Context: an optimization exercise on an open-source flow, tuned for small area, a short achievable clock period and few clock cycles per item. The choices shown serve that exercise and are no tape-out recipe. Only simulation tests tie the RTL to the original design; equivalence was not proved. Power and IR drop assume default switching activity.

==> run a <==
==> flow/design.v (excerpt) <==
module fir_wrapper (
    input           wb_clk_i,
    input           wb_rst_i,
    input           wbs_stb_i,
    input           wbs_cyc_i,
    input           wbs_we_i,
    input   [3:0]   wbs_sel_i,
    input  [31:0]   wbs_dat_i,
    input  [31:0]   wbs_adr_i,
    output          wbs_ack_o,
    output [31:0]   wbs_dat_o
);
==> flow/config.mk <==
export PLATFORM = sky130hd
export DESIGN_NAME = fir_wrapper
export DESIGN_NICKNAME = fir_wrapper
export VERILOG_FILES = /design/flow/design.v
export SDC_FILE = /design/flow/constraint.sdc
export NUM_CORES = 4
export LEC_CHECK = 0
export CAP_MARGIN = 20
export CORE_MARGIN = 2
export CORE_UTILIZATION = 50
export SLEW_MARGIN = 20
export SYNTH_HIERARCHICAL = 1
export SYNTH_MINIMUM_KEEP_SIZE = 0
export SETUP_SLACK_MARGIN = 6.0
==> flow/constraint.sdc <==
create_clock -name core_clock -period 10.0 [get_ports {wb_clk_i}]
set_input_delay 2.0000 -clock core_clock [delete_from_list [all_inputs] [get_ports {wb_clk_i}]]
set_output_delay 2.0000 -clock core_clock [all_outputs]
set_load 0.01 [all_outputs]
standard.sh (not shown) runs the stock make flow with config.mk's settings and CLKGATE_MAP_FILE= SYNTH_SCRIPT=/design/flow/synth_recipe.tcl, a recipe that flattens the netlist after the stock synthesis.
==> flow/flow/run.sh <==
#!/bin/bash
set -e
cp standard.sh standard.sh.log
cp config.mk config.mk.orig.log
echo "export SETUP_SLACK_MARGIN = 6.0" >> config.mk
bash standard.sh > standard.log 2>&1
==> inputs of run b, as changes to run a <==
--- a/flow/design.v
+++ b/flow/design.v
@@ -44,13 +44,13 @@
       ack_r <= 1'b0; init_r <= 1'b1; act <= 1'b0;
       ph <= 2'd0; icnt <= 4'd0;
     end else begin
       ph <= ph + 2'd1;
       ack_r <= req & ~ack_r & ~init_r & a_go;
       if (p3) begin
-        act  <= init_r | (req & ~ack_r & a_x);
+        act  <= init_r | take;
         if (init_r) icnt <= icnt + 4'd1;
         if (icnt == 4'd12) init_r <= 1'b0;
       end
     end
   end
   reg [3:0] mask_r;
@@ -64,23 +64,23 @@
   assign kj[0] = (wbs_adr_i[5:2] == 4'd0) | (wbs_adr_i[5:2] == 4'd3) | (wbs_adr_i[5:2] == 4'd6) | (wbs_adr_i[5:2] == 4'd9);
   assign kj[1] = (wbs_adr_i[5:2] == 4'd1) | (wbs_adr_i[5:2] == 4'd4) | (wbs_adr_i[5:2] == 4'd7) | (wbs_adr_i[5:2] == 4'd10);
   assign kj[2] = (wbs_adr_i[5:2] == 4'd2) | (wbs_adr_i[5:2] == 4'd5) | (wbs_adr_i[5:2] == 4'd8);
   reg [2:0] hw;
   always @(posedge wb_clk_i)
     hw <= {3{req & ~ack_r & ~init_r & a_h & h_ok}} & kj;
-  wire take = p3 & ~init_r & req & ~ack_r & a_x;
+  wire take = p3 & req & a_x;
   wire hold = ~p3;
   wire [32:0] xe = {wbs_dat_i, 1'b0};
   reg [15:0] bone, btwo, bneg;
   integer d;
   always @(posedge wb_clk_i)
     if (!hold)
       for (d = 0; d < 16; d = d + 1) begin
         bone[d] <= take & (xe[2*d+1] ^ xe[2*d]);
         btwo[d] <= take & ((xe[2*d+2] & ~xe[2*d+1] & ~xe[2*d]) | (~xe[2*d+2] & xe[2*d+1] & xe[2*d]));
-        bneg[d] <= take & xe[2*d+2];
+        bneg[d] <= xe[2*d+2];    
       end
   reg [31:0] H0_0, S0_0;
   reg [31:0] H0_1, S0_1;
   reg [31:0] H0_2, S0_2;
   reg [31:0] H0_3, S0_3;
   reg [31:0] H1_0, S1_0;
==> flow/flow/run.sh (replaced) <==
#!/bin/bash
set -e
cp standard.sh standard.sh.log
cp config.mk config.mk.orig.log
echo "export SETUP_SLACK_MARGIN = 6.5" >> config.mk
bash standard.sh > standard.log 2>&1
==> flow/config.mk (replaced) <==
export PLATFORM = sky130hd
export DESIGN_NAME = fir_wrapper
export DESIGN_NICKNAME = fir_wrapper
export VERILOG_FILES = /design/flow/design.v
export SDC_FILE = /design/flow/constraint.sdc
export NUM_CORES = 4
export LEC_CHECK = 0
export CAP_MARGIN = 20
export CORE_MARGIN = 2
export CORE_UTILIZATION = 60
export CTS_CLUSTER_SIZE = 30
export SLEW_MARGIN = 20
export SYNTH_HIERARCHICAL = 1
export SYNTH_MINIMUM_KEEP_SIZE = 0
export SETUP_SLACK_MARGIN = 6.5
==> inputs of run c, as changes to run a <==
--- a/flow/design.v
+++ b/flow/design.v
@@ -44,13 +44,13 @@
       ack_r <= 1'b0; init_r <= 1'b1; act <= 1'b0;
       ph <= 2'd0; icnt <= 4'd0;
     end else begin
       ph <= ph + 2'd1;
       ack_r <= req & ~ack_r & ~init_r & a_go;
       if (p3) begin
-        act  <= init_r | (req & ~ack_r & a_x);
+        act  <= init_r | take;
         if (init_r) icnt <= icnt + 4'd1;
         if (icnt == 4'd12) init_r <= 1'b0;
       end
     end
   end
   reg [3:0] mask_r;
@@ -64,23 +64,23 @@
   assign kj[0] = (wbs_adr_i[5:2] == 4'd0) | (wbs_adr_i[5:2] == 4'd3) | (wbs_adr_i[5:2] == 4'd6) | (wbs_adr_i[5:2] == 4'd9);
   assign kj[1] = (wbs_adr_i[5:2] == 4'd1) | (wbs_adr_i[5:2] == 4'd4) | (wbs_adr_i[5:2] == 4'd7) | (wbs_adr_i[5:2] == 4'd10);
   assign kj[2] = (wbs_adr_i[5:2] == 4'd2) | (wbs_adr_i[5:2] == 4'd5) | (wbs_adr_i[5:2] == 4'd8);
   reg [2:0] hw;
   always @(posedge wb_clk_i)
     hw <= {3{req & ~ack_r & ~init_r & a_h & h_ok}} & kj;
-  wire take = p3 & ~init_r & req & ~ack_r & a_x;
+  wire take = p3 & req & a_x;
   wire hold = ~p3;
   wire [32:0] xe = {wbs_dat_i, 1'b0};
   reg [15:0] bone, btwo, bneg;
   integer d;
   always @(posedge wb_clk_i)
     if (!hold)
       for (d = 0; d < 16; d = d + 1) begin
         bone[d] <= take & (xe[2*d+1] ^ xe[2*d]);
         btwo[d] <= take & ((xe[2*d+2] & ~xe[2*d+1] & ~xe[2*d]) | (~xe[2*d+2] & xe[2*d+1] & xe[2*d]));
-        bneg[d] <= take & xe[2*d+2];
+        bneg[d] <= xe[2*d+2];    
       end
   reg [31:0] H0_0, S0_0;
   reg [31:0] H0_1, S0_1;
   reg [31:0] H0_2, S0_2;
   reg [31:0] H0_3, S0_3;
   reg [31:0] H1_0, S1_0;
==> flow/flow/run.sh (replaced) <==
#!/bin/bash
set -e
cp standard.sh standard.sh.log
cp config.mk config.mk.orig.log
echo "export SETUP_SLACK_MARGIN = 6.5" >> config.mk
bash standard.sh > standard.log 2>&1
==> flow/config.mk (replaced) <==
export PLATFORM = sky130hd
export DESIGN_NAME = fir_wrapper
export DESIGN_NICKNAME = fir_wrapper
export VERILOG_FILES = /design/flow/design.v
export SDC_FILE = /design/flow/constraint.sdc
export NUM_CORES = 4
export LEC_CHECK = 0
export CAP_MARGIN = 20
export CORE_MARGIN = 2
export CORE_UTILIZATION = 70
export CTS_CLUSTER_DIAMETER = 60
export CTS_CLUSTER_SIZE = 40
export SLEW_MARGIN = 20
export SYNTH_HIERARCHICAL = 1
export SYNTH_MINIMUM_KEEP_SIZE = 0
export SETUP_SLACK_MARGIN = 6.5
==> inputs of run d, as changes to run a <==
--- a/flow/design.v
+++ b/flow/design.v
@@ -44,13 +44,13 @@
       ack_r <= 1'b0; init_r <= 1'b1; act <= 1'b0;
       ph <= 2'd0; icnt <= 4'd0;
     end else begin
       ph <= ph + 2'd1;
       ack_r <= req & ~ack_r & ~init_r & a_go;
       if (p3) begin
-        act  <= init_r | (req & ~ack_r & a_x);
+        act  <= init_r | take;
         if (init_r) icnt <= icnt + 4'd1;
         if (icnt == 4'd12) init_r <= 1'b0;
       end
     end
   end
   reg [3:0] mask_r;
@@ -64,23 +64,23 @@
   assign kj[0] = (wbs_adr_i[5:2] == 4'd0) | (wbs_adr_i[5:2] == 4'd3) | (wbs_adr_i[5:2] == 4'd6) | (wbs_adr_i[5:2] == 4'd9);
   assign kj[1] = (wbs_adr_i[5:2] == 4'd1) | (wbs_adr_i[5:2] == 4'd4) | (wbs_adr_i[5:2] == 4'd7) | (wbs_adr_i[5:2] == 4'd10);
   assign kj[2] = (wbs_adr_i[5:2] == 4'd2) | (wbs_adr_i[5:2] == 4'd5) | (wbs_adr_i[5:2] == 4'd8);
   reg [2:0] hw;
   always @(posedge wb_clk_i)
     hw <= {3{req & ~ack_r & ~init_r & a_h & h_ok}} & kj;
-  wire take = p3 & ~init_r & req & ~ack_r & a_x;
+  wire take = p3 & req & a_x;
   wire hold = ~p3;
   wire [32:0] xe = {wbs_dat_i, 1'b0};
   reg [15:0] bone, btwo, bneg;
   integer d;
   always @(posedge wb_clk_i)
     if (!hold)
       for (d = 0; d < 16; d = d + 1) begin
         bone[d] <= take & (xe[2*d+1] ^ xe[2*d]);
         btwo[d] <= take & ((xe[2*d+2] & ~xe[2*d+1] & ~xe[2*d]) | (~xe[2*d+2] & xe[2*d+1] & xe[2*d]));
-        bneg[d] <= take & xe[2*d+2];
+        bneg[d] <= xe[2*d+2];    
       end
   reg [31:0] H0_0, S0_0;
   reg [31:0] H0_1, S0_1;
   reg [31:0] H0_2, S0_2;
   reg [31:0] H0_3, S0_3;
   reg [31:0] H1_0, S1_0;
==> flow/flow/run.sh (replaced) <==
#!/bin/bash
set -e
cp standard.sh standard.sh.log
cp config.mk config.mk.orig.log
echo "export SETUP_SLACK_MARGIN = 6.5" >> config.mk
bash standard.sh > standard.log 2>&1
==> flow/config.mk (replaced) <==
export PLATFORM = sky130hd
export DESIGN_NAME = fir_wrapper
export DESIGN_NICKNAME = fir_wrapper
export VERILOG_FILES = /design/flow/design.v
export SDC_FILE = /design/flow/constraint.sdc
export NUM_CORES = 4
export LEC_CHECK = 0
export CAP_MARGIN = 20
export CORE_MARGIN = 2
export CORE_UTILIZATION = 70
export CTS_CLUSTER_SIZE = 30
export SLEW_MARGIN = 20
export SYNTH_HIERARCHICAL = 1
export SYNTH_MINIMUM_KEEP_SIZE = 0
export SETUP_SLACK_MARGIN = 6.5
==> summary.txt <==
----------------------------------------------------
[Run status]
  Status ... timing/DRC/antenna clean

[Critical path]
  Capturing instance or port of the critical path ... wbs_dat_o[11]

[Clock tree]
  Clock latency reported for the late side of the worst-skew pair ... 0.70 ns

[Power]
  PwrDens ... 286 nW/µm²

[Global routing]
  Met3 Track Usage GR ... 13.7%

----------------------------------------------------
Source of the figures above: run c

==> summary.txt <==
----------------------------------------------------
[Critical path]
  Capturing instance or port of the critical path ... pr2[67]
  Critical path class ... reg -> reg
  Cell chain of the critical path ... buf_12, buf_12, xnor2_1, fa_1, fa_1, fa_1, fa_1
  Most numerous cell on the critical path ... fa_1

[Timing]
  Actual slew at the worst max-slew pin ... between 0.9 and 1 ns

[Clock tree]
  Clock latency reported for the late side of the worst-skew pair ... 0.71 ns

[Power]
  Switching Power ... 7200 µW

[Run status]
  Status ... timing/DRC/antenna clean

----------------------------------------------------
Source of the figures above: run b

==> summary.txt <==
----------------------------------------------------
[Run status]
  Status ... timing/DRC/antenna clean

[Clock tree]
  Clock latency reported for the late side of the worst-skew pair ... 0.71 ns

[Global routing]
  Met3 Track Usage GR ... 13.1%

[Cells and area]
  Clock buffers and inverters, area share ... 5.34%

[Critical path]
  Capturing instance or port of the critical path ... wbs_dat_o[8]
  Cell chain of the critical path ... buf_6, buf_6, and2_4, buf_6

[Timing]
  Setup repair after global routing missed its margin ... true

----------------------------------------------------
Source of the figures above: run d

==> summary.txt <==
----------------------------------------------------
[Global routing]
  Met3 Track Usage GR ... 7.86%

[Critical path]
  Capturing instance or port of the critical path ... pr0[30]

[Power]
  PwrDens ... between 200 and 250 nW/µm²

[Run status]
  Status ... timing/DRC/antenna clean

----------------------------------------------------
Source of the figures above: run a

Testbench counts of run a, summed over its fixed seeds: cycles 5,120, items 1,280.
Testbench counts of run b, summed over its fixed seeds: cycles 5,120, items 1,280.
Testbench counts of run c, summed over its fixed seeds: cycles 5,120, items 1,280.
Testbench counts of run d, summed over its fixed seeds: cycles 5,120, items 1,280.

==> static timing again, ports no longer ideal <==
The flow's constraints put no driver on any port. The routed layouts listed below were extracted and timed again, unchanged, in two steps.
Step 1: set_driving_cell puts a clkbuf_16 on wb_clk_i and a buf_2 on each other input, an assumption about the parent block.
Step 2 moves the port delays by t, midway between the first and last clock arrival at a register: inputs arrive t later, outputs are due t later. That takes back most of the time a late clock gives input paths.
a / b / c = ideal ports / drivers / drivers and shift; a / b = the first two.
run	shift t [ns]	setup slack, ns	worst register clock-pin slew, ns
run a	0.776	6.047 / 6.028 / 5.729	0.07 / 0.07
run b	0.774	6.493 / 6.456 / 5.921	0.07 / 0.07
run c	0.742	6.408 / 6.341 / 5.996	0.11 / 0.11
run d	0.770	6.418 / 6.345 / 6.000	0.07 / 0.07
After both steps setup and hold are still met in every run listed. The setup slack of run b, which loses most, moves by -0.037 ns with the drivers and by -0.572 ns with both steps.
